Context: an optimization exercise on an open-source flow, tuned for small area. The choices shown serve that exercise and are no tape-out recipe.
Only simulation tests tie the RTL to the original design; equivalence was not proved.
Power is estimated from default activity; no workload was simulated.

`design.v`:
```
module zigbee_cordic_dec(input wire [4:0] ibb, input wire [4:0] qbb, output wire [3:0] d);
  wire n_new_n100;
  wire n_new_n101;
  wire n_new_n102;
  wire n_new_n103;
  wire n_new_n104;
  wire n_new_n105;
  wire n_new_n106;
  wire n_new_n107;
  wire n_new_n108;
  wire n_new_n109;
  wire n_new_n110;
  wire n_new_n111;
  wire n_new_n112;
  wire n_new_n113;
  wire n_new_n114;
  wire n_new_n115;
  wire n_new_n116;
  wire n_new_n117;
  wire n_new_n118;
  wire n_new_n119;
  wire n_new_n120;
  wire n_new_n121;
  wire n_new_n122;
  wire n_new_n123;
  wire n_new_n124;
  wire n_new_n125;
  wire n_new_n126;
  wire n_new_n127;
  wire n_new_n128;
  wire n_new_n129;
  wire n_new_n130;
  wire n_new_n131;
  wire n_new_n132;
  wire n_new_n133;
  wire n_new_n134;
  wire n_new_n135;
  wire n_new_n136;
  wire n_new_n137;
  wire n_new_n138;
  wire n_new_n139;
  wire n_new_n140;
  wire n_new_n141;
  wire n_new_n142;
  wire n_new_n143;
  wire n_new_n144;
  wire n_new_n145;
  wire n_new_n146;
  wire n_new_n147;
  wire n_new_n148;
  wire n_new_n149;
  wire n_new_n15;
  wire n_new_n150;
  wire n_new_n151;
  wire n_new_n152;
  wire n_new_n153;
  wire n_new_n154;
  wire n_new_n155;
  wire n_new_n156;
  wire n_new_n157;
  wire n_new_n158;
  wire n_new_n159;
  wire n_new_n16;
  wire n_new_n160;
  wire n_new_n161;
  wire n_new_n162;
  wire n_new_n163;
  wire n_new_n164;
  wire n_new_n165;
  wire n_new_n166;
  wire n_new_n167;
  wire n_new_n168;
  wire n_new_n169;
  wire n_new_n17;
  wire n_new_n170;
  wire n_new_n171;
  wire n_new_n172;
  wire n_new_n173;
  wire n_new_n174;
  wire n_new_n175;
  wire n_new_n176;
  wire n_new_n177;
  wire n_new_n178;
  wire n_new_n179;
  wire n_new_n18;
  wire n_new_n180;
  wire n_new_n181;
  wire n_new_n182;
  wire n_new_n183;
  wire n_new_n184;
  wire n_new_n185;
  wire n_new_n186;
  wire n_new_n187;
  wire n_new_n188;
  wire n_new_n189;
  wire n_new_n19;
  wire n_new_n190;
  wire n_new_n191;
  wire n_new_n192;
  wire n_new_n193;
  wire n_new_n194;
  wire n_new_n195;
  wire n_new_n196;
  wire n_new_n197;
  wire n_new_n198;
  wire n_new_n199;
  wire n_new_n20;
  wire n_new_n200;
  wire n_new_n201;
  wire n_new_n202;
  wire n_new_n203;
  wire n_new_n204;
  wire n_new_n205;
  wire n_new_n206;
  wire n_new_n207;
  wire n_new_n208;
  wire n_new_n209;
  wire n_new_n21;
  wire n_new_n210;
  wire n_new_n211;
  wire n_new_n212;
  wire n_new_n214;
  wire n_new_n215;
  wire n_new_n216;
  wire n_new_n217;
  wire n_new_n218;
  wire n_new_n219;
  wire n_new_n22;
  wire n_new_n220;
  wire n_new_n23;
  wire n_new_n24;
  wire n_new_n25;
  wire n_new_n26;
  wire n_new_n27;
  wire n_new_n28;
  wire n_new_n29;
  wire n_new_n30;
  wire n_new_n31;
  wire n_new_n32;
  wire n_new_n33;
  wire n_new_n34;
  wire n_new_n35;
  wire n_new_n37;
  wire n_new_n38;
  wire n_new_n39;
  wire n_new_n40;
  wire n_new_n41;
  wire n_new_n42;
  wire n_new_n43;
  wire n_new_n44;
  wire n_new_n45;
  wire n_new_n46;
  wire n_new_n47;
  wire n_new_n48;
  wire n_new_n49;
  wire n_new_n50;
  wire n_new_n51;
  wire n_new_n52;
  wire n_new_n53;
  wire n_new_n54;
  wire n_new_n55;
  wire n_new_n56;
  wire n_new_n57;
  wire n_new_n58;
  wire n_new_n59;
  wire n_new_n60;
  wire n_new_n61;
  wire n_new_n62;
  wire n_new_n63;
  wire n_new_n64;
  wire n_new_n65;
  wire n_new_n66;
  wire n_new_n67;
  wire n_new_n68;
  wire n_new_n69;
  wire n_new_n70;
  wire n_new_n71;
  wire n_new_n72;
  wire n_new_n73;
  wire n_new_n74;
  wire n_new_n75;
  wire n_new_n76;
  wire n_new_n77;
  wire n_new_n78;
  wire n_new_n79;
  wire n_new_n80;
  wire n_new_n81;
  wire n_new_n82;
  wire n_new_n83;
  wire n_new_n84;
  wire n_new_n85;
  wire n_new_n86;
  wire n_new_n87;
  wire n_new_n88;
  wire n_new_n89;
  wire n_new_n91;
  wire n_new_n92;
  wire n_new_n93;
  wire n_new_n94;
  wire n_new_n95;
  wire n_new_n96;
  wire n_new_n97;
  wire n_new_n98;
  wire n_new_n99;
  assign n_new_n15 = (ibb[0] & qbb[0]);
  assign n_new_n16 = (ibb[4] & qbb[0]);
  assign n_new_n17 = (qbb[1] & ~n_new_n16);
  assign n_new_n18 = (~qbb[1] & n_new_n16);
  assign n_new_n19 = (~n_new_n17 & ~n_new_n18);
  assign n_new_n20 = (ibb[0] & ibb[4]);
  assign n_new_n21 = (ibb[1] & ~n_new_n20);
  assign n_new_n22 = (~ibb[1] & n_new_n20);
  assign n_new_n23 = (~n_new_n21 & ~n_new_n22);
  assign n_new_n24 = (n_new_n19 & ~n_new_n23);
  assign n_new_n25 = (~n_new_n19 & n_new_n23);
  assign n_new_n26 = (~n_new_n24 & ~n_new_n25);
  assign n_new_n27 = (n_new_n15 & ~n_new_n26);
  assign n_new_n28 = (~n_new_n15 & n_new_n26);
  assign n_new_n29 = (~n_new_n27 & ~n_new_n28);
  assign n_new_n30 = (~ibb[4] & qbb[4]);
  assign n_new_n31 = (~qbb[0] & ~qbb[1]);
  assign n_new_n32 = (~qbb[2] & n_new_n31);
  assign n_new_n33 = (~qbb[3] & n_new_n32);
  assign n_new_n34 = (ibb[4] & ~qbb[4]);
  assign n_new_n35 = (~n_new_n33 & n_new_n34);
  assign d[3] = (~n_new_n30 & ~n_new_n35);
  assign n_new_n37 = (ibb[0] & d[3]);
  assign n_new_n38 = (~n_new_n29 & ~n_new_n37);
  assign n_new_n39 = (n_new_n29 & n_new_n37);
  assign n_new_n40 = (~n_new_n38 & ~n_new_n39);
  assign n_new_n41 = (qbb[4] & n_new_n33);
  assign n_new_n42 = (d[3] & ~n_new_n41);
  assign n_new_n43 = (~ibb[0] & ~ibb[1]);
  assign n_new_n44 = (~ibb[2] & n_new_n43);
  assign n_new_n45 = (ibb[4] & ~n_new_n44);
  assign n_new_n46 = (ibb[3] & n_new_n45);
  assign n_new_n47 = (~ibb[3] & ~n_new_n45);
  assign n_new_n48 = (~n_new_n46 & ~n_new_n47);
  assign n_new_n49 = (ibb[4] & ~n_new_n32);
  assign n_new_n50 = (qbb[3] & n_new_n49);
  assign n_new_n51 = (~qbb[3] & ~n_new_n49);
  assign n_new_n52 = (~n_new_n50 & ~n_new_n51);
  assign n_new_n53 = (~n_new_n48 & n_new_n52);
  assign n_new_n54 = (ibb[4] & ~n_new_n31);
  assign n_new_n55 = (qbb[2] & n_new_n54);
  assign n_new_n56 = (~qbb[2] & ~n_new_n54);
  assign n_new_n57 = (~n_new_n55 & ~n_new_n56);
  assign n_new_n58 = (ibb[4] & ~n_new_n43);
  assign n_new_n59 = (ibb[2] & n_new_n58);
  assign n_new_n60 = (~ibb[2] & ~n_new_n58);
  assign n_new_n61 = (~n_new_n59 & ~n_new_n60);
  assign n_new_n62 = (n_new_n57 & ~n_new_n61);
  assign n_new_n63 = (~n_new_n57 & n_new_n61);
  assign n_new_n64 = (~n_new_n62 & ~n_new_n63);
  assign n_new_n65 = (ibb[0] & n_new_n28);
  assign n_new_n66 = (~n_new_n24 & ~n_new_n65);
  assign n_new_n67 = (n_new_n64 & n_new_n66);
  assign n_new_n68 = (~n_new_n62 & ~n_new_n67);
  assign n_new_n69 = (~n_new_n53 & n_new_n68);
  assign n_new_n70 = (n_new_n48 & ~n_new_n52);
  assign n_new_n71 = (~ibb[3] & ibb[4]);
  assign n_new_n72 = (n_new_n44 & n_new_n71);
  assign n_new_n73 = (n_new_n42 & n_new_n72);
  assign n_new_n74 = (~n_new_n42 & ~n_new_n72);
  assign n_new_n75 = (~n_new_n73 & ~n_new_n74);
  assign n_new_n76 = (~n_new_n70 & n_new_n75);
  assign n_new_n77 = (~n_new_n69 & n_new_n76);
  assign n_new_n78 = (n_new_n42 & ~n_new_n77);
  assign n_new_n79 = (~n_new_n48 & ~n_new_n52);
  assign n_new_n80 = (n_new_n48 & n_new_n52);
  assign n_new_n81 = (~n_new_n19 & ~n_new_n23);
  assign n_new_n82 = (~n_new_n27 & ~n_new_n81);
  assign n_new_n83 = (~n_new_n64 & n_new_n82);
  assign n_new_n84 = (~n_new_n57 & ~n_new_n61);
  assign n_new_n85 = (~n_new_n83 & ~n_new_n84);
  assign n_new_n86 = (~n_new_n80 & ~n_new_n85);
  assign n_new_n87 = (~n_new_n79 & ~n_new_n86);
  assign n_new_n88 = (~d[3] & ~n_new_n72);
  assign n_new_n89 = (~n_new_n87 & n_new_n88);
  assign d[2] = (~n_new_n78 & ~n_new_n89);
  assign n_new_n91 = (qbb[0] & ~d[3]);
  assign n_new_n92 = (~n_new_n29 & ~n_new_n91);
  assign n_new_n93 = (n_new_n29 & n_new_n91);
  assign n_new_n94 = (~n_new_n92 & ~n_new_n93);
  assign n_new_n95 = (d[2] & n_new_n94);
  assign n_new_n96 = (n_new_n64 & ~n_new_n82);
  assign n_new_n97 = (~n_new_n83 & ~n_new_n96);
  assign n_new_n98 = (d[3] & ~n_new_n97);
  assign n_new_n99 = (qbb[0] & n_new_n28);
  assign n_new_n100 = (~n_new_n25 & ~n_new_n99);
  assign n_new_n101 = (~n_new_n64 & ~n_new_n100);
  assign n_new_n102 = (n_new_n64 & n_new_n100);
  assign n_new_n103 = (~d[3] & ~n_new_n102);
  assign n_new_n104 = (~n_new_n101 & n_new_n103);
  assign n_new_n105 = (~n_new_n98 & ~n_new_n104);
  assign n_new_n106 = (~n_new_n95 & ~n_new_n105);
  assign n_new_n107 = (n_new_n95 & n_new_n105);
  assign n_new_n108 = (~n_new_n106 & ~n_new_n107);
  assign n_new_n109 = (~n_new_n40 & n_new_n108);
  assign n_new_n110 = (~ibb[0] & ~qbb[0]);
  assign n_new_n111 = (~n_new_n15 & ~n_new_n110);
  assign n_new_n112 = (n_new_n94 & n_new_n111);
  assign n_new_n113 = (n_new_n40 & ~n_new_n108);
  assign n_new_n114 = (~n_new_n109 & ~n_new_n113);
  assign n_new_n115 = (~n_new_n112 & n_new_n114);
  assign n_new_n116 = (~n_new_n109 & ~n_new_n115);
  assign n_new_n117 = (~n_new_n53 & ~n_new_n70);
  assign n_new_n118 = (~n_new_n63 & ~n_new_n102);
  assign n_new_n119 = (~d[3] & n_new_n118);
  assign n_new_n120 = (d[3] & n_new_n85);
  assign n_new_n121 = (~n_new_n119 & ~n_new_n120);
  assign n_new_n122 = (~n_new_n117 & n_new_n121);
  assign n_new_n123 = (n_new_n117 & ~n_new_n121);
  assign n_new_n124 = (~n_new_n122 & ~n_new_n123);
  assign n_new_n125 = (~n_new_n94 & n_new_n105);
  assign n_new_n126 = (d[2] & ~n_new_n125);
  assign n_new_n127 = (n_new_n124 & ~n_new_n126);
  assign n_new_n128 = (~n_new_n124 & n_new_n126);
  assign n_new_n129 = (~n_new_n127 & ~n_new_n128);
  assign n_new_n130 = (~d[3] & ~n_new_n97);
  assign n_new_n131 = (~n_new_n64 & ~n_new_n66);
  assign n_new_n132 = (d[3] & ~n_new_n67);
  assign n_new_n133 = (~n_new_n131 & n_new_n132);
  assign n_new_n134 = (~n_new_n130 & ~n_new_n133);
  assign n_new_n135 = (n_new_n129 & ~n_new_n134);
  assign n_new_n136 = (~n_new_n129 & n_new_n134);
  assign n_new_n137 = (~n_new_n135 & ~n_new_n136);
  assign n_new_n138 = (n_new_n116 & n_new_n137);
  assign n_new_n139 = (~n_new_n116 & ~n_new_n137);
  assign n_new_n140 = (~n_new_n138 & ~n_new_n139);
  assign n_new_n141 = (~n_new_n40 & n_new_n134);
  assign n_new_n142 = (d[2] & ~n_new_n141);
  assign n_new_n143 = (~d[3] & n_new_n85);
  assign n_new_n144 = (d[3] & n_new_n68);
  assign n_new_n145 = (~n_new_n143 & ~n_new_n144);
  assign n_new_n146 = (~n_new_n117 & n_new_n145);
  assign n_new_n147 = (n_new_n117 & ~n_new_n145);
  assign n_new_n148 = (~n_new_n146 & ~n_new_n147);
  assign n_new_n149 = (n_new_n142 & n_new_n148);
  assign n_new_n150 = (~n_new_n142 & ~n_new_n148);
  assign n_new_n151 = (~n_new_n149 & ~n_new_n150);
  assign n_new_n152 = (~n_new_n105 & n_new_n151);
  assign n_new_n153 = (n_new_n40 & ~n_new_n134);
  assign n_new_n154 = (d[2] & ~n_new_n153);
  assign n_new_n155 = (~d[2] & ~n_new_n134);
  assign n_new_n156 = (~n_new_n94 & ~n_new_n111);
  assign n_new_n157 = (~n_new_n155 & ~n_new_n156);
  assign n_new_n158 = (~n_new_n154 & n_new_n157);
  assign n_new_n159 = (n_new_n94 & ~n_new_n110);
  assign n_new_n160 = (~n_new_n141 & ~n_new_n159);
  assign n_new_n161 = (~n_new_n158 & n_new_n160);
  assign n_new_n162 = (n_new_n105 & ~n_new_n151);
  assign n_new_n163 = (~n_new_n152 & ~n_new_n162);
  assign n_new_n164 = (~n_new_n161 & n_new_n163);
  assign n_new_n165 = (~n_new_n152 & ~n_new_n164);
  assign n_new_n166 = (n_new_n141 & n_new_n148);
  assign n_new_n167 = (~n_new_n165 & ~n_new_n166);
  assign n_new_n168 = (~n_new_n124 & n_new_n167);
  assign n_new_n169 = (~n_new_n70 & n_new_n118);
  assign n_new_n170 = (~d[3] & ~n_new_n53);
  assign n_new_n171 = (~n_new_n169 & n_new_n170);
  assign n_new_n172 = (d[3] & ~n_new_n87);
  assign n_new_n173 = (~n_new_n171 & ~n_new_n172);
  assign n_new_n174 = (n_new_n75 & n_new_n173);
  assign n_new_n175 = (~n_new_n75 & ~n_new_n173);
  assign n_new_n176 = (~n_new_n174 & ~n_new_n175);
  assign n_new_n177 = (~n_new_n168 & n_new_n176);
  assign n_new_n178 = (n_new_n168 & ~n_new_n176);
  assign n_new_n179 = (~n_new_n177 & ~n_new_n178);
  assign n_new_n180 = (n_new_n140 & n_new_n179);
  assign n_new_n181 = (~n_new_n135 & ~n_new_n138);
  assign n_new_n182 = (d[2] & ~n_new_n127);
  assign n_new_n183 = (n_new_n176 & ~n_new_n182);
  assign n_new_n184 = (~n_new_n176 & n_new_n182);
  assign n_new_n185 = (~n_new_n183 & ~n_new_n184);
  assign n_new_n186 = (n_new_n148 & ~n_new_n185);
  assign n_new_n187 = (~n_new_n148 & n_new_n185);
  assign n_new_n188 = (~n_new_n186 & ~n_new_n187);
  assign n_new_n189 = (n_new_n181 & ~n_new_n188);
  assign n_new_n190 = (~n_new_n181 & n_new_n188);
  assign n_new_n191 = (~n_new_n189 & ~n_new_n190);
  assign n_new_n192 = (~n_new_n140 & ~n_new_n191);
  assign n_new_n193 = (~n_new_n180 & ~n_new_n192);
  assign n_new_n194 = (~n_new_n140 & n_new_n179);
  assign n_new_n195 = (n_new_n124 & ~n_new_n167);
  assign n_new_n196 = (~n_new_n168 & ~n_new_n195);
  assign n_new_n197 = (n_new_n161 & ~n_new_n163);
  assign n_new_n198 = (~n_new_n164 & ~n_new_n197);
  assign n_new_n199 = (~n_new_n156 & n_new_n198);
  assign n_new_n200 = (n_new_n115 & n_new_n199);
  assign n_new_n201 = (n_new_n198 & ~n_new_n200);
  assign n_new_n202 = (n_new_n196 & n_new_n201);
  assign n_new_n203 = (~n_new_n112 & ~n_new_n199);
  assign n_new_n204 = (~n_new_n114 & ~n_new_n203);
  assign n_new_n205 = (~n_new_n115 & ~n_new_n204);
  assign n_new_n206 = (~n_new_n196 & ~n_new_n201);
  assign n_new_n207 = (n_new_n205 & ~n_new_n206);
  assign n_new_n208 = (~n_new_n202 & ~n_new_n207);
  assign n_new_n209 = (~n_new_n194 & n_new_n208);
  assign n_new_n210 = (~n_new_n193 & ~n_new_n209);
  assign n_new_n211 = (d[2] & n_new_n183);
  assign n_new_n212 = (~n_new_n187 & ~n_new_n211);
  assign d[1] = ~((~n_new_n190 & n_new_n212));
  assign n_new_n214 = (~n_new_n210 & d[1]);
  assign n_new_n215 = (n_new_n196 & ~n_new_n205);
  assign n_new_n216 = (~n_new_n180 & ~n_new_n200);
  assign n_new_n217 = (~n_new_n215 & n_new_n216);
  assign n_new_n218 = (~n_new_n140 & ~n_new_n179);
  assign n_new_n219 = (n_new_n191 & ~n_new_n218);
  assign n_new_n220 = (~n_new_n217 & n_new_n219);
  assign d[0] = ~((~n_new_n214 & ~n_new_n220));
endmodule
module zigbee_cordic_top (
	input  wire       reset_n,
	input  wire       clk,
	input  wire [4:0] ibb,
	input  wire [4:0] qbb,
	input  wire       iValid,
	output wire [4:0] wout,
	output wire       take_o
	);
	wire [3:0] d;
	zigbee_cordic_dec i_dec (.ibb(ibb), .qbb(qbb), .d(d));
	reg v_s0, v_s1;
	always @(posedge clk, negedge reset_n) begin
		if (!reset_n) begin
			v_s0 <= 0;
			v_s1 <= 0;
		end else begin
			v_s0 <= iValid;
			v_s1 <= v_s0;
		end
	end
	assign wout = {~(ibb[4] ^ d[3]), ~d[3], d[2:0]};
	assign take_o = v_s0 & ~v_s1;
endmodule
module bit_recovery(
	input  logic       clk,
	input  logic       resetn,
	input  logic [4:0] phase,
	input  logic       take,
	output logic       data_bits
	);
	logic [4:0] phase_q;
	logic lt, bit_new, bit_early;
	logic [2:0] bit_d;
	assign lt = phase[3:0] < phase_q[3:0];
	always_comb begin
		if (phase[4] != phase_q[4])
			bit_new = lt;
		else if (!phase[4])
			bit_new = lt ? bit_early : 1'b1;
		else
			bit_new = lt ? 1'b0 : bit_early;
	end
	always_ff @(posedge clk, negedge resetn) begin
		if (~resetn) begin
			phase_q <= 0;
			bit_early <= 0;
			bit_d <= 0;
		end else begin
			if (take) begin
				phase_q <= phase;
				bit_early <= bit_new;
			end
			bit_d <= {bit_d[1:0], bit_early};
		end
	end
	assign data_bits = bit_d[2];
endmodule
module cdr(
	input  logic clk,
	input  logic resetn_i,
	input  logic data_i,
	output logic data_en_o,
	output logic take_o
	);
	logic q1, q3;
	logic T_w, E_w;
	logic [4:0] count;
	logic [4:0] rest;
	assign T_w = data_i ^ q1;
	assign E_w = q1 ^ q3;
	assign rest = ~T_w ? 5'd14 : (E_w ? 5'd13 : 5'd15);
	assign take_o = count == 0;
	assign data_en_o = count == 1;
	always_ff @(posedge clk, negedge resetn_i) begin
		if (~resetn_i) begin
			q1 <= 0;
			q3 <= 0;
			count <= 25;
		end else begin
			if (count == 12) begin
				q1 <= data_i;
				count <= rest;
			end else if (count == 25) begin
				q3 <= data_i;
				count <= 0;
			end else
				count <= count + 1;
		end
	end
endmodule
module bit_recovery_CDR(
	input  logic       clk,
	input  logic       resetn,
	input  logic [4:0] phase_i,
	input  logic       ph_take_i,
	output logic       data_en_o,
	output logic       take_o,
	output logic       data_w
	);
	bit_recovery i_bit_recovery(
		.clk(clk), .resetn(resetn), .phase(phase_i), .take(ph_take_i), .data_bits(data_w));
	cdr i_cdr(
		.clk(clk), .resetn_i(resetn), .data_i(data_w), .data_en_o(data_en_o), .take_o(take_o));
endmodule
module fifo_rx (
	input  logic       clk,
	input  logic       reset_n,
	input  logic       en_cdr,
	input  logic       take,
	input  logic       data_in,
	input  logic       psel,
	input  logic       pwrite,
	input  logic       penable,
	output logic       pslverr,
	output logic [7:0] prdata,
	output logic       bit_o
	);
	logic [7:0] ring [0:3][0:14];
	logic [7:0] head [0:3];
	logic [8:0] sr;
	logic [2:0] i;
	logic [1:0] rd_bank, last_bank, rd_bank_next;
	logic [3:0] rd_row, last_row, rd_row_next, rd_row_next1, last_row_next;
	logic [6:0] cnt;
	logic pending, inserted;
	logic full, empty, wr_en, rd_en, adv, byp, ins, clr;
	logic [7:0] stg;
	function automatic logic [3:0] row_step(input logic [3:0] r, input logic two);
		logic [4:0] s;
		s = r + 5'd1 + two;
		row_step = (s >= 5'd15) ? 4'(s - 5'd15) : s[3:0];
	endfunction
	assign empty = cnt == 0;
	assign full = cnt[6];
	assign pslverr = empty;
	assign wr_en = en_cdr && (i == 1);
	assign bit_o = sr[8];
	assign rd_en = psel && penable && !pwrite && !empty;
	assign adv = rd_en || (full && wr_en);
	assign rd_bank_next = rd_bank + adv;
	assign rd_row_next = row_step(rd_row, adv && (rd_bank == 2'd3));
	assign rd_row_next1 = (rd_row_next == 4'd14) ? 4'd0 : rd_row_next + 4'd1;
	assign last_row_next = row_step(last_row, wr_en && (last_bank == 2'd3));
	assign stg = sr[7:0];
	assign byp = pending && (cnt == 7'd1);
	assign ins = pending && !inserted && (last_row == 4'd14);
	assign clr = pending && inserted && (last_row == 4'd3);
	logic near_full;
	logic [1:0] cnt_d;
	logic [3:0] supp;
	assign near_full = cnt[6] || (cnt[5:2] == 4'b1111 && cnt[1:0] != 2'b00);
	assign cnt_d = cnt[1:0] - 2'd1;
	always_comb begin
		for (integer b = 0; b < 4; b++) begin
			logic [1:0] m;
			m = 2'(b - rd_bank);
			supp[b] = near_full && !(adv && rd_bank == b) &&
			          ({1'b0, m} + (pending && !inserted) <= {1'b0, cnt_d});
		end
	end
	logic [3:0] tsel [0:3];
	logic [3:0] hold;
	always_comb begin
		for (integer b = 0; b < 4; b++) begin
			logic [3:0] x;
			x = (b < rd_bank_next) ? rd_row_next1 : rd_row_next;
			for (integer j = 0; j < 4; j++)
				tsel[b][j] = (x == 4'(4 * j)) && !supp[b];
			hold[b] = !(|tsel[b]);
		end
	end
	always_ff @(posedge clk) begin
		for (integer b = 0; b < 4; b++) begin
			ring[b][0] <= (ins && last_bank == b) ? stg : ring[b][14];
			for (integer j = 1; j < 15; j++)
				ring[b][j] <= ring[b][j-1];
			head[b] <= (ring[b][14] & {8{tsel[b][0]}}) | (ring[b][3] & {8{tsel[b][1]}}) |
			           (ring[b][7] & {8{tsel[b][2]}}) | (ring[b][11] & {8{tsel[b][3]}}) |
			           (head[b] & {8{hold[b]}});
		end
	end
	always_ff @(posedge clk) begin
		if (take)
			sr[0] <= sr[1];
	end
	always_ff @(posedge clk, negedge reset_n) begin
		if (~reset_n) begin
			sr[8:1] <= 0;
			i <= 0;
			rd_bank <= 0;
			rd_row <= 0;
			last_bank <= 2'd3;
			last_row <= 4'd14;
			cnt <= 0;
			pending <= 0;
			inserted <= 0;
			prdata <= 0;
		end else begin
			if (take) begin
				sr[8:1] <= {data_in, sr[8:2]};
				i <= i + 1;
			end
			rd_bank <= rd_bank_next;
			rd_row <= rd_row_next;
			last_bank <= last_bank + wr_en;
			last_row <= last_row_next;
			if (wr_en && !adv)
				cnt <= cnt + 1;
			else if (adv && !wr_en)
				cnt <= cnt - 1;
			if (wr_en) begin
				pending <= 1;
				inserted <= 0;
			end else if (ins)
				inserted <= 1;
			else if (clr)
				pending <= 0;
			if (rd_en)
				prdata <= byp ? stg : head[rd_bank];
			else
				prdata <= 0;
		end
	end
endmodule
module zigbee_rx_back (
  input  logic       clk_i,
  input  logic       resetn_i,
  input  logic [4:0] ibb_i,
  input  logic [4:0] qbb_i,
  input  logic       iq_valid_i,
  input  logic       psel_i,
  input  logic       penable_i,
  input  logic       pwrite_i,
  output logic [7:0] prdata_o,
  output logic       pslverr_o,
  output logic       bit_o,
  output logic       bit_en_o
);
  logic [4:0] cordic_phase;
  logic       cordic_take;
  logic       cdr_bit;
  logic       cdr_take;
  logic       cdr_valid;
  zigbee_cordic_top i_cordic (
    .reset_n(resetn_i), .clk(clk_i), .ibb(ibb_i), .qbb(qbb_i), .iValid(iq_valid_i),
    .wout(cordic_phase), .take_o(cordic_take));
  bit_recovery_CDR i_cdr (
    .clk(clk_i), .resetn(resetn_i), .phase_i(cordic_phase), .ph_take_i(cordic_take),
    .data_en_o(cdr_valid), .take_o(cdr_take), .data_w(cdr_bit));
  fifo_rx i_fifo_rx (
    .clk(clk_i), .reset_n(resetn_i), .en_cdr(cdr_valid), .take(cdr_take), .data_in(cdr_bit),
    .psel(psel_i), .pwrite(pwrite_i), .penable(penable_i),
    .pslverr(pslverr_o), .prdata(prdata_o), .bit_o(bit_o));
  assign bit_en_o = cdr_valid;
endmodule
```
`flow/run.sh`:
```
#!/bin/bash
# Layout flow: the standard flow (standard.sh) for every step, with these
# changes in how the layout is made:
#  - synthesis maps the logic with an area-oriented ABC script (abc_area.script
#    here, in place of ORFS's) and leaves adders to ABC (no ADDER_MAP_FILE);
#    the rest of synthesis is ORFS's, unchanged, so the registers are the
#    standard synthesis's;
#  - port buffers are sky130_fd_sc_hd__buf_1 (every port still gets one);
#  - clock tree synthesis leaves out dummy loads and uses clkbuf_8 buffers with
#    small sink clusters.
# Each step's full output goes to a log file in the work folder.
set -euo pipefail
WORK=$(pwd)
cp -r "$FLOW_HOME/scripts" "$WORK/scripts_own"
cp "$WORK/flow/abc_area.script" "$WORK/scripts_own/abc_area.script"
SCRIPTS_DIR="$WORK/scripts_own" ADDER_MAP_FILE= bash standard.sh synth > "$WORK/log_synth.txt" 2>&1
export BUFFER_PORTS_ARGS="-buffer_cell sky130_fd_sc_hd__buf_1"
export CTS_ARGS="-sink_clustering_enable -repair_clock_nets -dont_use_dummy_load -sink_clustering_size 16 -sink_clustering_max_diameter 50 -buf_list sky130_fd_sc_hd__clkbuf_8"
bash standard.sh finish > "$WORK/log_layout.txt" 2>&1
```
`flow/abc_area.script`:
```
strash
&get -n
&dch
&nf -R 1000
&put
strash
&get -n
&dch
&nf -R 1000
&put
topo
```
`standard.sh`:
```
#!/bin/bash
# synth_recipe.tcl (not shown) runs the flow's synth.tcl, then flattens the netlist and writes it again
# the make line also repeats each setting of config.mk as NAME=value (left out here)
make -C /OpenROAD-flow-scripts/flow DESIGN_CONFIG=/design/flow/config.mk WORK_HOME=/design/flow/orfs CLKGATE_MAP_FILE= SYNTH_SCRIPT=/design/flow/synth_recipe.tcl "${@:-finish}"
```
`config.mk`:
```
export PLATFORM = sky130hd
export DESIGN_NAME = zigbee_rx_back
export DESIGN_NICKNAME = zigbee_rx_back
export VERILOG_FILES = /design/flow/design.v
export SDC_FILE = /design/flow/constraint.sdc
export NUM_CORES = 4
export LEC_CHECK = 0
export ABC_AREA = 1
export CAP_MARGIN = 20
export CORE_MARGIN = 2
export CORE_UTILIZATION = 85
export PLACE_DENSITY = 0.92
export SLEW_MARGIN = 20
```
`constraint.sdc`:
```
create_clock -name core_clock -period 10.0 [get_ports {clk_i}]
set_input_delay 2.0000 -clock core_clock [delete_from_list [all_inputs] [get_ports {clk_i}]]
set_output_delay 2.0000 -clock core_clock [all_outputs]
set_load 0.01 [all_outputs]
```
==> metrics.log, run 1 <==
[metrics] worst ir drop on vdd: roughly 0.22 mV
[metrics] Combinational Power Share: 25.4%
[metrics] synthesized area per cell: ~14 µm²
[metrics] number of cells traversed by the worst hold path: 0
[metrics] multi-input combinational cell area: ~3300 µm²
[metrics] die area: roughly 19000 µm²
[metrics] length in cells of the worst reg-to-reg path: 23
[metrics] # IOs: 27
[metrics] gate count after technology mapping: 1118
[metrics] Worst path depth: 19
[metrics] FF/Latch Area: between 10000 and 15000 µm²
[metrics] die boundary width: between 100 and 150 µm
[metrics] Worst Setup Start Kind: input port
[metrics] proportion of layout cells with a drive suffix above 1: 5.37%
[metrics] share of total power in sequential cells: ~53%
[metrics] clock share of power: between 20% and 30%
[metrics] worst min path class: reg2reg
[metrics] Detail Route Antenna Nets: 0
[metrics] Net Sw Frac: 35.4%
[metrics] delay contributed by the slowest stage of the critical path: 1.00 ns
[metrics] biggest fanout along the worst timing path: 12
[metrics] largest net degree at the start of global routing: 59
[metrics] starting DRC count in detailed routing: around 1.4k
[metrics] total via count after detailed routing: approximately 9.3k
[metrics] final number of hold-violating endpoints: 0
[metrics] cell class contributing the biggest share of worst-path delay: simple AND/OR/NAND/NOR gates
[metrics] Clock Tree Buf Depth: 3
[metrics] Bufs and invs on worst path: 2
[metrics] Core Footprint: around 17000 µm²
[metrics] remaining design rule violation count: 0
[metrics] signed area change from the synthesized netlist to the final layout: 6.81%
[metrics] run status: finished clean
[metrics] CP arrival: between 8 and 9 ns
[metrics] dominant synthesized flop cell: sky130_fd_sc_hd__dfxtp_1
[metrics] max-slew violation total from the final report: 0
[metrics] # hold bufs at CTS: 0
[metrics] vias in the first global route: ~9.5k
[metrics] Final #Nets: 1209
[metrics] accumulated negative setup slack: 0 ns
[metrics] slew at the pin closest to its max-slew limit: around 1.3 ns
[metrics] leakage dissipation: ~6.6 nW
[metrics] total power: ~4.7 mW
[metrics] YS warnings: 7
[metrics] CTS H-Tree Depth: 2
[metrics] sequential area share after synthesis: about 78%
[metrics] count of filler cells inserted in the layout: roughly 520
[metrics] cell with the largest stage delay on the worst path: sky130_fd_sc_hd__nor3_1
[metrics] upper clock frequency limit: 132 MHz
[metrics] Worst Path Required: approximately 10 ns
[metrics] kind of critical path: in2reg
[metrics] antenna cell count: 0
[metrics] routed wirelength normalized by instance count: ~26 µm
[metrics] IO buf count: 26
[metrics] headroom to the max-slew limit: approximately 16%
[metrics] number of vias per cell after detailed routing: between 6 and 7
[metrics] Cell variety after synth: 44
[metrics] worst-case register-to-register setup slack: 2.69 ns
[metrics] time the final worst path needs with I/O delays and setup: ~7.6 ns
[metrics] Clk pin slew, worst setup/hold paths: around 0.10 ns
[metrics] clk_skew: 0.0608 ns
[metrics] cell at the root of the clock tree: sky130_fd_sc_hd__clkbuf_8
[metrics] netlist area before placement: roughly 15000 µm²
[metrics] Finish-stage setup viols: 0
[metrics] number of buffers created by CTS: just over 40
[metrics] R2R Path End: i_fifo_rx.head[0][4]
[metrics] number of enable flip-flop cells after synthesis: 1
[metrics] total power divided by cell area: between 200 and 300 nW/µm²
[metrics] initial core utilization: between 80 and 90%
[metrics] internal cell power: approximately 3 mW
[metrics] TritonCTS clock tree: done
[metrics] number of violations of the max-capacitance limit: 0
[metrics] Post-Route WL: around 36000 µm
[metrics] clock network latency to the later pin of the worst-skew pair: roughly 0.59 ns
[metrics] async set-reset flop share out of synthesis: 10.2%
[metrics] half-perimeter wire length after detailed placement: roughly 21000 µm
[metrics] start point of the worst min-delay path: i_fifo_rx.ring[23][2]
[metrics] RSZ-0062 raised after global routing: false
[metrics] synthesized netlist net count: ~1.1k
[metrics] list of cells traversed by the critical path: buf_1 > nor2_1 > nand3_1 > nand2_1 > and2_0 > or2_0 > xor2_1 > nand3_1 > nor2_1 > a21oi_1 > o21ai_0 > clkinv_1 > nand3_1 > nand2_1 > nor2_1 > o21ai_0 > nor3_1 > a222oi_1 > nand2_1
[metrics] placed cells: 1375
[metrics] initial antenna violation count: 1
[metrics] reported net switching power: about 1.7 mW
[metrics] cts repair resizes: 0
[metrics] Die Ht: 137 µm
[metrics] overall routing resource usage: just under 40%
[metrics] postcts setup bufs: 0
[metrics] startpoint of the most critical register-to-register path: i_fifo_rx.cnt[1]
[metrics] global-route wire length before repair: roughly 53000 µm
[metrics] final cycle utilization of the critical path: approximately 76%
[metrics] placer congestion estimate: 0.926
[metrics] clock net sink count: 571
[metrics] kind of end point of the critical path: flop
[metrics] Worst Hold Path EP: i_fifo_rx.ring[24][2]
[metrics] non-filler cells in the finished layout: approximately 1.4k
[metrics] final worst slack: around 2.4 ns
[metrics] first drt pass iteration count: 9
[metrics] Rows: between 40 and 50
[metrics] GR Overflow Total: 0
[metrics] post-place setup slack: ~2.7 ns
[metrics] total of flip-flops plus latches after synthesis: about 570
-- area by class of cell --
type | count | area share (%)
clock buffer | 41 | 3.50
sequential | 571 | 72.8
timing repair buffer | 32 | 0.892
inverter | 14 | 0.326
tap | 225 | 1.75
multi-input combinational | 533 | 20.7
-- worst max-delay path by stage --
stage	from	slack [ns]	end
detailed placement	ibb_i[4]	2.67	i_cdr.i_bit_recovery.bit_early
CTS	pwrite_i	2.82	i_fifo_rx.head[2][0]
global route	pwrite_i	2.17	i_fifo_rx.head[0][4]
finish	pwrite_i	2.41	i_fifo_rx.head[0][4]
global placement	pwrite_i	2.94	i_fifo_rx.head[2][1]
floorplan	qbb_i[0]	3.73	i_cdr.i_bit_recovery.bit_early
-- flip-flops by register name, summed over array words and instances, names as in the netlist, 2 cells and up --
register                      cells
i_fifo_rx.ring                  480
i_fifo_rx.i                       3
i_cdr.i_bit_recovery.phase_q      5
i_fifo_rx.rd_bank                 2
i_cdr.i_bit_recovery.bit_d        3
i_cdr.i_cdr.count                 5
i_fifo_rx.sr                      9
i_fifo_rx.last_bank               2
i_fifo_rx.rd_row                  4
i_fifo_rx.cnt                     7
i_fifo_rx.prdata                  8
i_fifo_rx.last_row                4
i_fifo_rx.head                   32
-- layout by cell type (no fill, tap or decap), drive strengths merged, types with 19 or more instances in the layout --
master | Yosys | routed
a222oi | 40 | 40
nand2 | 128 | 128
dfrtp | 50 | 50
o21ai | 37 | 37
xor2 | 19 | 19
xnor2 | 28 | 28
clkbuf | 0 | 42
nor2 | 53 | 53
a22oi | 34 | 34
buf | 0 | 31
a21oi | 39 | 39
dfxtp | 512 | 512
mux2 | 35 | 35
-- per-stage QoR --
| step | util [%] | hold slack (ns) | cell area, µm² |
|---|---|---|---|
| final | 92.9 | 0.285 | 16100 |
| after global routing | 92.9 | 0.286 | 16100 |
| after CTS | 92.7 | 0.290 | 16100 |
| after detailed placement | 89.4 | 0.312 | 15500 |
| after global placement | 89.4 | 0.310 | 15500 |
| after floorplan | - | 0.310 | 15100 |
-- cells in the mapped netlist, drive strengths merged (6+ instances only) --
library cell	count	share of area, %
nor3	16	0.53
xor2	19	1.1
nand2b	13	0.54
xnor2	28	1.6
dfrtp	50	8.3
nand3	18	0.60
a22oi	34	1.7
nor2b	8	0.33
a222oi	40	2.7
o21ai	37	1.2
dfstp	8	1.4
dfxtp	512	68
a21oi	39	1.3
and2	6	0.25
a31oi	7	0.29
mux2	35	2.6
nand2	128	3.2
nor2	53	1.3
clkinv	14	0.35
-- routing by layer --
layer  vias up  track usage (%)  wire (µm)
li1       3998                -          -
met4         0             26.1       2900
met3       239             7.80       3180
met5         -                0          0
met2       636             63.3      17400
met1      4398             46.2      12900
-- power by group through the flow --
stage               logic, mW  clock network, mW  registers (mW)
floorplan               0.710                  0            2.50
finish                   1.20               1.03            2.52
detailed placement       1.04                  0            2.54
global placement        0.938                  0            2.53
CTS                      1.10               1.02            2.50
global route             1.26               1.10            2.52
-- logic make-up after synthesis --
family | count (synthesis) | synth area share (%)
fa+ha+maj | 5 | 0.331
compound gates | 177 | 8.19
flops | 571 | 77.8
buf+inv | 14 | 0.348
mux | 38 | 2.81
simple gates | 266 | 7.84
xor+xnor | 47 | 2.73
==> inputs of run 2 (changes only) <==
--- a/config.mk
+++ b/config.mk
@@ -10,4 +10,4 @@
 export CORE_MARGIN = 2
-export CORE_UTILIZATION = 85
-export PLACE_DENSITY = 0.92
+export CORE_UTILIZATION = 75
+export PLACE_DENSITY = 0.88
 export SLEW_MARGIN = 20
==> run 2 against run 1 <==
  * Clock power about the same
  * Synthesized area did not move
  * First-iteration DRC count fell by 48%
  * Register-to-register slack improved by 0.74 ns
==> metrics.log, run 2 <==
[metrics] timing startpoint of the critical path: pwrite_i
[metrics] number of vias per cell after detailed routing: approximately 5.9
[metrics] Cell variety after synth: 44
[metrics] overall routing resource usage: 27.1%
[metrics] worst min path class: reg2reg
[metrics] final number of hold-violating endpoints: 0
[metrics] largest net degree at the start of global routing: 59
[metrics] Most flops, register: i_fifo_rx.ring
[metrics] IO buf count: 26
[metrics] commonest non-fill, non-tap cells in the layout: 512 x sky130_fd_sc_hd__dfxtp_1, 128 x sky130_fd_sc_hd__nand2_1, 53 x sky130_fd_sc_hd__nor2_1, 50 x sky130_fd_sc_hd__dfrtp_1, 42 x sky130_fd_sc_hd__clkbuf_8
[metrics] async set-reset flop share out of synthesis: around a tenth
[metrics] R2R Path End: i_fifo_rx.head[2][0]
[metrics] die area: between 20000 and 25000 µm²
[metrics] count of filler cells inserted in the layout: 987
[metrics] Rows: approximately 50
[metrics] Largest register FFs: 480
[metrics] # IOs: 27
[metrics] clock network latency to the later pin of the worst-skew pair: between 0.5 and 0.6 ns
[metrics] number of buffers created by CTS: 42
[metrics] total via count after detailed routing: between 8k and 9k
[metrics] global-route wire length before repair: 44900 µm
[metrics] signed area change from the synthesized netlist to the final layout: 7.19%
[metrics] number of enable flip-flop cells after synthesis: 1
[metrics] cell at the root of the clock tree: sky130_fd_sc_hd__clkbuf_8
[metrics] run status: finished clean
[metrics] cell with the most instances after synthesis: sky130_fd_sc_hd__dfxtp_1
[metrics] leakage dissipation: between 6 and 7 nW
[metrics] Die Ht: 146 µm
[metrics] cts repair resizes: 0
[metrics] biggest regs: i_fifo_rx.ring x480, i_fifo_rx.head x32, i_fifo_rx.sr x9
[metrics] final cycle utilization of the critical path: approximately two thirds
[metrics] Area contributors post-synth: sky130_fd_sc_hd__dfxtp_1 68%, sky130_fd_sc_hd__dfrtp_1 8.3%, sky130_fd_sc_hd__nand2_1 3.2%
[metrics] Detail Route Antenna Nets: 0
[metrics] total power divided by cell area: roughly 280 nW/µm²
[metrics] leading cell type in the layout, fill and taps excluded: sky130_fd_sc_hd__dfxtp_1
[metrics] half-perimeter wire length after detailed placement: 19300 µm
[metrics] cell class contributing the biggest share of worst-path delay: simple AND/OR/NAND/NOR gates
[metrics] starting DRC count in detailed routing: 722
[metrics] delay contributed by the slowest stage of the critical path: 0.84 ns
[metrics] initial antenna violation count: 1
[metrics] initial core utilization: around 77%
[metrics] Clk pin slew, worst setup/hold paths: 0.09 ns
[metrics] library cell with the largest summed area after synthesis: sky130_fd_sc_hd__dfxtp_1
[metrics] biggest fanout along the worst timing path: 12
[metrics] Final #Nets: roughly 1.2k
[metrics] headroom to the max-slew limit: 8.35%
[metrics] core occupancy in the finished layout: 82.6%
[metrics] Post-Route WL: between 20000 and 30000 µm
[metrics] upper clock frequency limit: 146 MHz
[metrics] kind of end point of the critical path: flop
[metrics] Bufs and invs on worst path: 2
[metrics] start point of the worst min-delay path: i_fifo_rx.ring[58][5]
[metrics] Worst Hold Path EP: i_fifo_rx.ring[59][5]
[metrics] number of cells traversed by the worst hold path: 0
[metrics] # hold bufs at CTS: 0
[metrics] sequential area share after synthesis: between 70% and 80%
[metrics] CTS H-Tree Depth: 2
[metrics] slew at the pin closest to its max-slew limit: about 1.4 ns
[metrics] Finish-stage setup viols: 0
[metrics] hold slack: between 0.2 and 0.3 ns
[metrics] length in cells of the worst reg-to-reg path: 22
[metrics] gate count after technology mapping: between 1k and 1.5k
[metrics] GR Overflow Total: 0
[metrics] list of cells traversed by the critical path: buf_1 > nor2_1 > nand3_1 > nand2_1 > and2_0 > or2_0 > xor2_1 > nand3_1 > nor2_1 > a21oi_1 > o21ai_0 > clkinv_1 > nand3_1 > nand2_1 > o21ai_1 > and3b_1 > a222oi_1 > nand2_1
[metrics] Worst Path Required: roughly 10 ns
[metrics] startpoint of the most critical register-to-register path: i_fifo_rx.cnt[0]
[metrics] kind of critical path: in2reg
[metrics] remaining design rule violation count: 0
[metrics] proportion of netlist area held by the largest area contributor: 67.9%
[metrics] synthesized area per cell: roughly 14 µm²
[metrics] routed wirelength normalized by instance count: around 20 µm
[metrics] TritonCTS clock tree: done
[metrics] cell with the largest stage delay on the worst path: sky130_fd_sc_hd__o21ai_1
[metrics] postcts setup bufs: 0
[metrics] netlist area before placement: ~15000 µm²
[metrics] clk_skew: approximately 0.068 ns
[metrics] proportion of layout cells with a drive suffix above 1: between 5 and 6%
[metrics] total of flip-flops plus latches after synthesis: approximately 570
[metrics] dominant synthesized flop cell: sky130_fd_sc_hd__dfxtp_1
[metrics] RSZ-0062 raised after global routing: false
[metrics] clock net sink count: roughly 570
[metrics] FF/Latch Area: approximately 12000 µm²
[metrics] CP arrival: 7.29 ns
[metrics] placer congestion estimate: between 0.9 and 1
[metrics] synthesized netlist net count: around 1.1k
[metrics] Clock Tree Buf Depth: 3
[metrics] Worst Setup Start Kind: input port
[metrics] worst ir drop on vdd: slightly above 0.2 mV
[metrics] vias in the first global route: between 8k and 9k
[metrics] commonest cells in the netlist: 512 x sky130_fd_sc_hd__dfxtp_1, 128 x sky130_fd_sc_hd__nand2_1, 53 x sky130_fd_sc_hd__nor2_1
[metrics] accumulated negative setup slack: 0 ns
[metrics] worst-case register-to-register setup slack: around 3.4 ns
[metrics] max-slew violation total from the final report: 0
[metrics] number of violations of the max-capacitance limit: 0
[metrics] die boundary width: roughly 150 µm
[metrics] Core Footprint: 19600 µm²
[metrics] first drt pass iteration count: 6
[metrics] time the final worst path needs with I/O delays and setup: just under 7 ns
[metrics] YS warnings: 7
[metrics] multi-input combinational cell area: ~3300 µm²
[run 2: stage by stage]
step	instances	area, µm²	worst slack, ns	power, mW
2_1_floorplan	1118	15100	3.73	3.21
3_3_place_gp	1413	15600	2.74	3.46
3_5_place_dp	1414	15600	2.76	3.53
4_1_cts	1456	16100	3.29	4.51
5_1_grt	1456	16200	2.80	4.75
6_report	1457	16200	3.17	4.56
[run 2: where the power goes]
group,switching [mW],internal (mW)
combinational,0.748,0.314
sequential,0.111,2.38
clock,0.632,0.378
total,1.49,3.07
[run 2: metal layers]
layer | vias up | global-route usage (%) | share of wire (%)
met2 | 385 | 43.5 | 46
met3 | 99 | 4.95 | 6.8
met1 | 4080 | 35.5 | 42
li1 | 3999 | - | -
met4 | 0 | 14.3 | 4.8
met5 | - | 0 | 0
[run 2: how the worst max path moves through the flow]
stage,to,slack (ns),cells after the start
2_1_floorplan,i_cdr.i_bit_recovery.bit_early,3.73,25
5_1_grt,i_cdr.i_bit_recovery.bit_early,2.80,26
4_1_cts,i_fifo_rx.head[1][4],3.29,20
6_report,i_fifo_rx.head[2][0],3.17,18
3_3_place_gp,i_fifo_rx.head[2][6],2.74,18
3_5_place_dp,i_fifo_rx.head[1][4],2.76,20
[run 2: cell families after synthesis]
kind of cell,Yosys count,synth area share (%)
compound gates,177,8.19
xor+xnor,47,2.73
fa+ha+maj,5,0.331
buf+inv,14,0.348
flops,571,77.8
mux,38,2.81
simple gates,266,7.84
[run 2: area by class of cell]
type / count / area share (%)
inverters: 14 / 0.325
well taps: 265 / 2.05
repair buffers: 31 / 0.827
flip-flops and latches: 571 / 72.5
clock buffers: 42 / 3.57
diodes: 1 / 0.0155
multi-input cells: 533 / 20.7
[run 2: worst reg2reg max path, stage by stage, from the launching register on]
cell	delay (ns)
sky130_fd_sc_hd__dfrtp_1	0.43
sky130_fd_sc_hd__clkinv_1	0.12
sky130_fd_sc_hd__nand2_1	0.10
sky130_fd_sc_hd__nor2_1	0.23
sky130_fd_sc_hd__nand2_1	0.15
sky130_fd_sc_hd__nor3_1	0.34
sky130_fd_sc_hd__nor2_1	0.08
sky130_fd_sc_hd__nand3_1	0.44
sky130_fd_sc_hd__nand2_1	0.34
sky130_fd_sc_hd__and2_0	0.30
sky130_fd_sc_hd__or2_0	0.29
sky130_fd_sc_hd__xor2_1	0.36
sky130_fd_sc_hd__nand3_1	0.17
sky130_fd_sc_hd__nor2_1	0.11
sky130_fd_sc_hd__a21oi_1	0.08
sky130_fd_sc_hd__o21ai_0	0.35
sky130_fd_sc_hd__clkinv_1	0.36
sky130_fd_sc_hd__nand3_1	0.32
sky130_fd_sc_hd__nand2_1	0.11
sky130_fd_sc_hd__o21ai_1	0.84
sky130_fd_sc_hd__and3b_1	0.41
sky130_fd_sc_hd__a222oi_1	0.41
sky130_fd_sc_hd__nand2_1	0.11
==> inputs of run 3 (changes only) <==
--- a/flow/run.sh
+++ b/flow/run.sh
@@ -17,3 +17,3 @@
 export BUFFER_PORTS_ARGS="-buffer_cell sky130_fd_sc_hd__buf_1"
-export CTS_ARGS="-sink_clustering_enable -repair_clock_nets -dont_use_dummy_load -sink_clustering_size 16 -sink_clustering_max_diameter 50 -buf_list sky130_fd_sc_hd__clkbuf_8"
+export CTS_ARGS="-sink_clustering_enable -repair_clock_nets -dont_use_dummy_load -sink_clustering_size 18 -sink_clustering_max_diameter 40 -buf_list sky130_fd_sc_hd__clkbuf_8"
 bash standard.sh finish > "$WORK/log_layout.txt" 2>&1
==> run 3 against run 2 <==
  * Highest routed layer unchanged
  * Critical endpoint unchanged
  * Clock skew decreased by 0.017 ns
  * Cell count rose by 0.14%
  * Flip-flop and latch count unchanged
  * Clock-buffer cell count is 3 higher
  * Critical path type unchanged
==> metrics.log, run 3 <==
[metrics] run status: finished clean
[metrics] total via count after detailed routing: around 8.6k
[metrics] CTS H-Tree Depth: 2
[metrics] worst ir drop on vdd: around 0.25 mV
[metrics] final number of hold-violating endpoints: 0
[metrics] number of vias per cell after detailed routing: around 5.9
[metrics] signed area change from the synthesized netlist to the final layout: 7.52%
[metrics] final cycle utilization of the critical path: between 60% and 70%
[metrics] startpoint of the most critical register-to-register path: i_fifo_rx.cnt[1]
[metrics] Worst Path Required: 10.44 ns
[metrics] Most flops, register: i_fifo_rx.ring
[metrics] Met1 Wirelength: 11800 µm
[metrics] antenna cell count: 0
[metrics] time the final worst path needs with I/O delays and setup: 6.99 ns
[metrics] Worst Setup Start Kind: input port
[metrics] Core Footprint: 19600 µm²
[metrics] global-route wire length before repair: about 45000 µm
[metrics] worst-case register-to-register setup slack: between 3 and 4 ns
[metrics] Finish-stage setup viols: 0
[metrics] biggest regs: i_fifo_rx.ring x480, i_fifo_rx.head x32, i_fifo_rx.sr x9
[metrics] list of cells traversed by the critical path: buf_1 > nor2_1 > nand3_1 > nand2_1 > and2_0 > or2_0 > xor2_1 > nand3_1 > nor2_1 > a21oi_1 > o21ai_0 > clkinv_1 > nand3_1 > nand2_1 > o21ai_1 > nor3b_2 > a222oi_1 > nand2_1
[metrics] accumulated negative setup slack: 0 ns
[metrics] Largest register FFs: between 400 and 500
[metrics] overall routing resource usage: between 20 and 30%
[metrics] dominant synthesized flop cell: sky130_fd_sc_hd__dfxtp_1
[metrics] postcts setup bufs: 0
[metrics] sequential area share after synthesis: between 70% and 80%
[metrics] timing startpoint of the critical path: pwrite_i
[metrics] TritonCTS clock tree: done
[metrics] Detail Route Antenna Nets: 0
[metrics] delay contributed by the slowest stage of the critical path: between 0.8 and 0.9 ns
[metrics] slew at the pin closest to its max-slew limit: between 1 and 1.5 ns
[metrics] first drt pass iteration count: 7
[metrics] leakage dissipation: 6.60 nW
[metrics] number of buffers created by CTS: 45
[metrics] commonest cells in the netlist: 512 x sky130_fd_sc_hd__dfxtp_1, 128 x sky130_fd_sc_hd__nand2_1, 53 x sky130_fd_sc_hd__nor2_1
[metrics] initial antenna violation count: 0
[metrics] multi-input combinational cell area: approximately 3400 µm²
[metrics] CP arrival: approximately 7.4 ns
[metrics] post-place setup slack: approximately 2.8 ns
[metrics] gate count after technology mapping: ~1.1k
[metrics] RSZ-0062 raised after global routing: false
[metrics] cts repair resizes: 0
[metrics] FF/Latch Area: roughly 12000 µm²
[metrics] half-perimeter wire length after detailed placement: 19300 µm
[metrics] routed wire length on met2: roughly 14000 µm
[metrics] cell with the largest stage delay on the worst path: sky130_fd_sc_hd__o21ai_1
[metrics] number of enable flip-flop cells after synthesis: 1
[metrics] number of violations of the max-capacitance limit: 0
[metrics] post-route design area: approximately 16000 µm²
[metrics] max-slew violation total from the final report: 0
[metrics] leading cell type in the layout, fill and taps excluded: sky130_fd_sc_hd__dfxtp_1
[metrics] kind of critical path: in2reg
[metrics] Rows: 51
[metrics] die boundary width: approximately 150 µm
[metrics] proportion of layout cells with a drive suffix above 1: under 10%
[metrics] cell area after placement: 15600 µm²
[metrics] kind of end point of the critical path: flop
[metrics] routed wl met3: 1920 µm
[metrics] count of filler cells inserted in the layout: 985
[metrics] # hold bufs at CTS: 0
[metrics] IO buf count: 26
[metrics] length in cells of the worst reg-to-reg path: 22
[metrics] clock network latency to the later pin of the worst-skew pair: between 0.5 and 0.6 ns
[metrics] Cell variety after synth: 44
[metrics] Clk pin slew, worst setup/hold paths: about 0.09 ns
[metrics] YS warnings: 7
[metrics] worst setup path endpoint: i_fifo_rx.head[2][0]
[metrics] async set-reset flop share out of synthesis: about a tenth
[metrics] total of flip-flops plus latches after synthesis: ~570
[metrics] GR Overflow Total: 0
[metrics] cell with the most instances after synthesis: sky130_fd_sc_hd__dfxtp_1
[metrics] routed wirelength normalized by instance count: 19.8 µm
[metrics] commonest non-fill, non-tap cells in the layout: 512 x sky130_fd_sc_hd__dfxtp_1, 128 x sky130_fd_sc_hd__nand2_1, 53 x sky130_fd_sc_hd__nor2_1, 50 x sky130_fd_sc_hd__dfrtp_1, 45 x sky130_fd_sc_hd__clkbuf_8
[metrics] biggest fanout along the worst timing path: 12
[metrics] placer congestion estimate: around 0.91
[metrics] headroom to the max-slew limit: between 20% and 30%
[metrics] library cell with the largest summed area after synthesis: sky130_fd_sc_hd__dfxtp_1
[metrics] initial core utilization: 77.1%
[metrics] total power divided by cell area: approximately 280 nW/µm²
[metrics] Clock Tree Buf Depth: 3
[metrics] # IOs: 27
[metrics] synthesized area per cell: between 10 and 15 µm²
[metrics] R2R Path End: i_fifo_rx.head[2][0]
[metrics] remaining design rule violation count: 0
[metrics] upper clock frequency limit: 143 MHz
[metrics] starting DRC count in detailed routing: roughly 750
[metrics] Post-Route WL: approximately 29000 µm
[metrics] die area: approximately 21000 µm²
[metrics] cell at the root of the clock tree: sky130_fd_sc_hd__clkbuf_8
[metrics] Final #Nets: 1212
[metrics] clock net sink count: approximately 570
[metrics] final worst slack: around 3.0 ns
[metrics] Area contributors post-synth: sky130_fd_sc_hd__dfxtp_1 68%, sky130_fd_sc_hd__dfrtp_1 8.3%, sky130_fd_sc_hd__nand2_1 3.2%
[metrics] largest net degree at the start of global routing: just under 60
[metrics] vias in the first global route: roughly 8.6k
[metrics] Die Ht: between 100 and 150 µm
[metrics] netlist area before placement: 15100 µm²
[metrics] synthesized netlist net count: 1134
[metrics] top sig layer: met4
[metrics] proportion of netlist area held by the largest area contributor: 67.9%
[metrics] worst min path class: reg2reg
[metrics] clk_skew: 0.0510 ns
-- run 3: changes by cell type in the layout (fill, tap and decap cells not counted), sizes merged --
cell	change
clkbuf	+3
diode	-1
-- run 3: critical path: cells and delay by family --
family          cells  cell delay, ns
xor+xnor            1            0.43
simple gates       11            2.72
buf+inv             2            0.47
compound gates      4            1.79
-- run 3: logic make-up (layout without fill, tap and decap cells) --
family                   Yosys count  in the layout  synth area share [%]
AO/OA/AOI/OAI                    177            177                  8.19
XOR/XNOR                          47             47                  2.73
adder cells (fa/ha/maj)            5              5                 0.331
buffers and inverters             14             90                 0.348
flip-flops                       571            571                  77.8
multiplexers                      38             38                  2.81
AND/OR/NAND/NOR                  266            266                  7.84
-- run 3: layout make-up --
| type | instances | area share, % |
|---|---|---|
| timing repair buffer | 31 | 0.825 |
| multi-input combinational | 533 | 20.7 |
| clock buffer | 45 | 3.82 |
| sequential | 571 | 72.3 |
| inverter | 14 | 0.324 |
| tap | 265 | 2.04 |
-- run 3: how the worst min path moves through the flow --
stage,start,endpoint,cells after the start
final,i_fifo_rx.ring[25][5],i_fifo_rx.ring[26][5],0
after global routing,i_fifo_rx.ring[25][5],i_fifo_rx.ring[26][5],0
after CTS,i_fifo_rx.ring[25][5],i_fifo_rx.ring[26][5],0
after detailed placement,i_fifo_rx.ring[25][7],i_fifo_rx.ring[26][7],0
after global placement,i_fifo_rx.ring[5][7],i_fifo_rx.ring[6][7],0
after floorplan,i_fifo_rx.ring[9][0],i_fifo_rx.ring[10][0],0
-- run 3: through the flow --
step / std cells / total power, mW / utilization, % / hold slack [ns]
floorplan: 1118 / 3.21 / - / 0.310
global placement: 1413 / 3.46 / 79.5 / 0.310
detailed placement: 1414 / 3.53 / 79.5 / 0.312
CTS: 1459 / 4.55 / 82.6 / 0.286
global route: 1459 / 4.80 / 82.9 / 0.292
finish: 1459 / 4.60 / 82.9 / 0.289
-- run 3: metal layers --
metal / global-route usage (%) / vias to the layer above
met5: 0 / -
met4: 12.5 / 0
met3: 4.58 / 109
met2: 45.4 / 375
met1: 35.8 / 4102
li1: - / 4008
-- run 3: where the power goes --
part	switching [mW]	total [mW]	internal (mW)
sequential	0.112	2.49	2.38
combinational	0.760	1.08	0.316
clock	0.632	1.04	0.404
total	1.50	4.60	3.10
==> inputs of run 4 (changes only) <==
--- a/flow/run.sh
+++ b/flow/run.sh
@@ -17,3 +17,3 @@
 export BUFFER_PORTS_ARGS="-buffer_cell sky130_fd_sc_hd__buf_1"
-export CTS_ARGS="-sink_clustering_enable -repair_clock_nets -dont_use_dummy_load -sink_clustering_size 18 -sink_clustering_max_diameter 40 -buf_list sky130_fd_sc_hd__clkbuf_8"
+export CTS_ARGS="-sink_clustering_enable -repair_clock_nets -dont_use_dummy_load -sink_clustering_size 16 -sink_clustering_max_diameter 70 -buf_list sky130_fd_sc_hd__clkbuf_8"
 bash standard.sh finish > "$WORK/log_layout.txt" 2>&1
==> run 4 against run 3 <==
  * Global-route usage is 0.62 points higher
  * Non-clock buffer count stayed put
  * Core utilization is 0.29 points lower
  * Maximum frequency is 0.27% higher
  * Hold slack better by 0.0044 ns
  * Clock-buffer cell count is 4 lower
  * Still clean
  * Register-to-register slack worse by 0.02 ns
  * Largest cell class unchanged
  * Clock skew is 0.0049 ns higher
  * Synthesized area stayed put
==> metrics.log, run 4 <==
[metrics] initial core utilization: roughly 77%
[metrics] accumulated negative setup slack: 0 ns
[metrics] Core Footprint: approximately 20000 µm²
[metrics] simple logic cell fraction of the synthesized area: 7.84%
[metrics] cell at the root of the clock tree: sky130_fd_sc_hd__clkbuf_8
[metrics] length in cells of the worst reg-to-reg path: 22
[metrics] leakage dissipation: 6.57 nW
[metrics] post-synthesis compound-gate area fraction: approximately 8.2%
[metrics] async set-reset flop share out of synthesis: 10.2%
[metrics] Net Sw Frac: between 30% and 40%
[metrics] headroom to the max-slew limit: 27.2%
[metrics] Rows: 51
[metrics] biggest fanout along the worst timing path: 12
[metrics] Synth Area in XOR/XNOR: 2.73%
[metrics] FF/Latch Area: 11700 µm²
[metrics] signed area change from the synthesized netlist to the final layout: 7.13%
[metrics] sequential area share after synthesis: 77.8%
[metrics] combinational family with the most area after synthesis: compound AO/OA/AOI/OAI gates
[metrics] max-slew violation total from the final report: 0
[metrics] Largest register FFs: between 400 and 500
[metrics] R2R Path End: i_fifo_rx.head[2][7]
[metrics] remaining design rule violation count: 0
[metrics] RSZ-0062 raised after global routing: false
[metrics] proportion of layout cells with a drive suffix above 1: between 5 and 6%
[metrics] dominant synthesized flop cell: sky130_fd_sc_hd__dfxtp_1
[metrics] kind of critical path: in2reg
[metrics] die area: 21300 µm²
[metrics] clock net sink count: about 570
[metrics] kind of end point of the critical path: flop
[metrics] library cell with the largest summed area after synthesis: sky130_fd_sc_hd__dfxtp_1
[metrics] largest net degree at the start of global routing: 59
[metrics] fraction of synthesized area in multiplexers: 2.81%
[metrics] starting DRC count in detailed routing: ~800
[metrics] Detail Route Antenna Nets: 0
[metrics] most heavily used metal layer in global routing: met2
[metrics] # IOs: 27
[metrics] Clock Tree Buf Depth: 3
[metrics] adder-cell share of the synthesized area: less than 1%
[metrics] clock share of power: between 20% and 30%
[metrics] vias in the first global route: 8774
[metrics] met2 layer usage reported by global route: between 40% and 50%
[metrics] worst min path class: reg2reg
[metrics] worst-case register-to-register setup slack: about 3.3 ns
[metrics] Finish-stage setup viols: 0
[metrics] commonest non-fill, non-tap cells in the layout: 512 x sky130_fd_sc_hd__dfxtp_1, 128 x sky130_fd_sc_hd__nand2_1, 53 x sky130_fd_sc_hd__nor2_1, 50 x sky130_fd_sc_hd__dfrtp_1, 41 x sky130_fd_sc_hd__clkbuf_8
[metrics] netlist area before placement: ~15000 µm²
[metrics] run status: finished clean
[metrics] number of enable flip-flop cells after synthesis: 1
[metrics] Worst Setup Start Kind: input port
[metrics] startpoint of the most critical register-to-register path: i_fifo_rx.cnt[1]
[metrics] CP arrival: ~7.4 ns
[metrics] synthesized netlist net count: 1134
[metrics] Most flops, register: i_fifo_rx.ring
[metrics] total via count after detailed routing: ~8.6k
[metrics] Combinational Power Share: a little under a quarter
[metrics] timing startpoint of the critical path: pwrite_i
[metrics] overall routing resource usage: around 28%
[metrics] final cycle utilization of the critical path: a little over two thirds
[metrics] multi-input combinational cell area: 3350 µm²
[metrics] Cell variety after synth: 44
[metrics] GR Overflow Total: 0
[metrics] count of filler cells inserted in the layout: roughly 990
[metrics] upper clock frequency limit: 143 MHz
[metrics] initial antenna violation count: 1
[metrics] global-route wire length before repair: ~46000 µm
[metrics] number of vias per cell after detailed routing: a little under 6
[metrics] Worst Path Required: roughly 10 ns
[metrics] YS warnings: 7
[metrics] total of flip-flops plus latches after synthesis: around 570
[metrics] gate count after technology mapping: 1118
[metrics] biggest regs: i_fifo_rx.ring x480, i_fifo_rx.head x32, i_fifo_rx.sr x9
[metrics] routed wirelength normalized by instance count: 20.4 µm
[metrics] cell with the most instances after synthesis: sky130_fd_sc_hd__dfxtp_1
[metrics] half-perimeter wire length after detailed placement: 19300 µm
[metrics] final number of hold-violating endpoints: 0
[metrics] worst setup path endpoint: i_fifo_rx.head[2][7]
[metrics] cts repair resizes: 0
[metrics] leading cell type in the layout, fill and taps excluded: sky130_fd_sc_hd__dfxtp_1
[metrics] Clk pin slew, worst setup/hold paths: between 0.1 and 0.15 ns
[metrics] core occupancy in the finished layout: 82.6%
[metrics] TritonCTS clock tree: done
[metrics] time the final worst path needs with I/O delays and setup: 6.97 ns
[metrics] Post-Route WL: a little under 30000 µm
[metrics] die boundary width: 146 µm
[metrics] synthesized area per cell: ~14 µm²
[metrics] share of total power in sequential cells: around 55%
[metrics] number of buffers created by CTS: 41
[metrics] Die Ht: 146 µm
[metrics] met3 Track Usage GR: 5.02%
[metrics] commonest cells in the netlist: 512 x sky130_fd_sc_hd__dfxtp_1, 128 x sky130_fd_sc_hd__nand2_1, 53 x sky130_fd_sc_hd__nor2_1
[metrics] global-route met1 utilization: a little under two fifths
[metrics] slew at the pin closest to its max-slew limit: approximately 1.1 ns
[metrics] worst ir drop on vdd: 0.215 mV
[metrics] total power divided by cell area: ~280 nW/µm²
[metrics] start point of the worst min-delay path: i_fifo_rx.ring[1][1]
[metrics] Area contributors post-synth: sky130_fd_sc_hd__dfxtp_1 68%, sky130_fd_sc_hd__dfrtp_1 8.3%, sky130_fd_sc_hd__nand2_1 3.2%
[metrics] Final #Nets: roughly 1.2k
[metrics] clk_skew: roughly 0.056 ns
[metrics] internal cell power: 3.06 mW
[metrics] proportion of netlist area held by the largest area contributor: about two thirds
[metrics] number of violations of the max-capacitance limit: 0
[metrics] first drt pass iteration count: 6
[metrics] postcts setup bufs: 0
[metrics] placer congestion estimate: 0.915
[metrics] CTS H-Tree Depth: 2
[metrics] # hold bufs at CTS: 0
[metrics] clock network latency to the later pin of the worst-skew pair: approximately 0.57 ns
[metrics] reported net switching power: ~1.5 mW
[metrics] IO buf count: 26
-- run 4: how the worst min path moves through the flow --
stage                                        to  slack [ns]  cells past startpoint
final                      i_fifo_rx.ring[2][1]        0.29                      0
after global routing       i_fifo_rx.ring[2][1]        0.30                      0
after CTS                 i_fifo_rx.ring[21][6]        0.30                      0
after detailed placement  i_fifo_rx.ring[26][7]        0.31                      0
after global placement     i_fifo_rx.ring[6][7]        0.31                      0
after floorplan           i_fifo_rx.ring[10][0]        0.31                      0
-- run 4: power by group through the flow --
stage	Combinational [mW]	Sequential (mW)	Clock (mW)
final	1.07	2.49	1.01
after global routing	1.16	2.50	1.10
after CTS	1.02	2.49	1.02
after detailed placement	0.997	2.54	0
after global placement	0.930	2.53	0
after floorplan	0.710	2.50	0
-- run 4: kinds of logic (layout without fill, tap and decap cells) --
kind of cell,count (synthesis),count (layout)
flip-flops,571,571
AND/OR/NAND/NOR,266,266
AO/OA/AOI/OAI,177,177
XOR/XNOR,47,47
multiplexers,38,38
buffers and inverters,14,86
adder cells (fa/ha/maj),5,5
other,0,1
-- run 4: metal layers --
metal | routed length [µm] | part of all wire (%) | vias up
met5 | 0 | 0 | -
met4 | 1620 | 5.4 | 0
met3 | 1930 | 6.5 | 121
met2 | 13800 | 46 | 360
met1 | 12300 | 42 | 4142
li1 | - | - | 3999
-- run 4: critical path: stages --
cell and delay (ns):
sky130_fd_sc_hd__buf_1 0.08, sky130_fd_sc_hd__nor2_1 0.10, sky130_fd_sc_hd__nand3_1 0.44, sky130_fd_sc_hd__nand2_1 0.45
sky130_fd_sc_hd__and2_0 0.30, sky130_fd_sc_hd__or2_0 0.25, sky130_fd_sc_hd__xor2_1 0.39, sky130_fd_sc_hd__nand3_1 0.18
sky130_fd_sc_hd__nor2_1 0.12, sky130_fd_sc_hd__a21oi_1 0.09, sky130_fd_sc_hd__o21ai_0 0.41, sky130_fd_sc_hd__clkinv_1 0.43
sky130_fd_sc_hd__nand3_1 0.34, sky130_fd_sc_hd__nand2_1 0.12, sky130_fd_sc_hd__o21ai_1 0.80, sky130_fd_sc_hd__and3b_1 0.40
sky130_fd_sc_hd__a222oi_1 0.42, sky130_fd_sc_hd__nand2_1 0.11
-- run 4: area by class of cell --
type	count	area share [%]
Inverter	14	0.325
Clock buffer	41	3.49
Timing Repair Buffer	31	0.828
Tap cell	265	2.05
Multi-Input combinational cell	533	20.7
Sequential cell	571	72.6
Antenna cell	1	0.0155
-- run 4: stage by stage --
| step | hold slack [ns] | setup WS, ns | cells | total power, mW | instance area (µm²) |
|---|---|---|---|---|---|
| detailed placement | 0.312 | 2.76 | 1414 | 3.53 | 15600 |
| global route | 0.297 | 2.73 | 1455 | 4.76 | 16200 |
| finish | 0.294 | 3.03 | 1456 | 4.57 | 16200 |
| CTS | 0.300 | 3.24 | 1455 | 4.52 | 16100 |
| global placement | 0.310 | 2.74 | 1413 | 3.46 | 15600 |
| floorplan | 0.310 | 3.73 | 1118 | 3.21 | 15100 |

==> afterwards: timing with drivers on the ports <==
No port has a modelled driver above. Below, the same layouts with a new extraction and two added sets of constraints. Step 1, drivers: a clkbuf_16 drives clk_i and a buf_2 each remaining input, both assumed. Step 2 moves the port delays by t, midway between the first and last clock arrival at a register: inputs arrive t later, outputs are due t later. That takes back most of the time a late clock gives input paths. Slacks: ideal / step 1 / step 2; pairs: ideal / step 1.
run	shift t [ns]	setup WS [ns]	worst setup path after step 2
run 1	0.605	2.407 / 2.431 / 1.826	input to register
run 2	0.585	3.170 / 3.185 / 2.600	input to register
run 3	0.587	3.006 / 3.020 / 2.434	input to register
run 4	0.593	3.025 / 3.042 / 2.449	input to register
After both steps setup and hold are still met in every run listed. The setup slack of run 1, which loses most, moves by +0.024 ns with the drivers and by -0.581 ns with both steps.
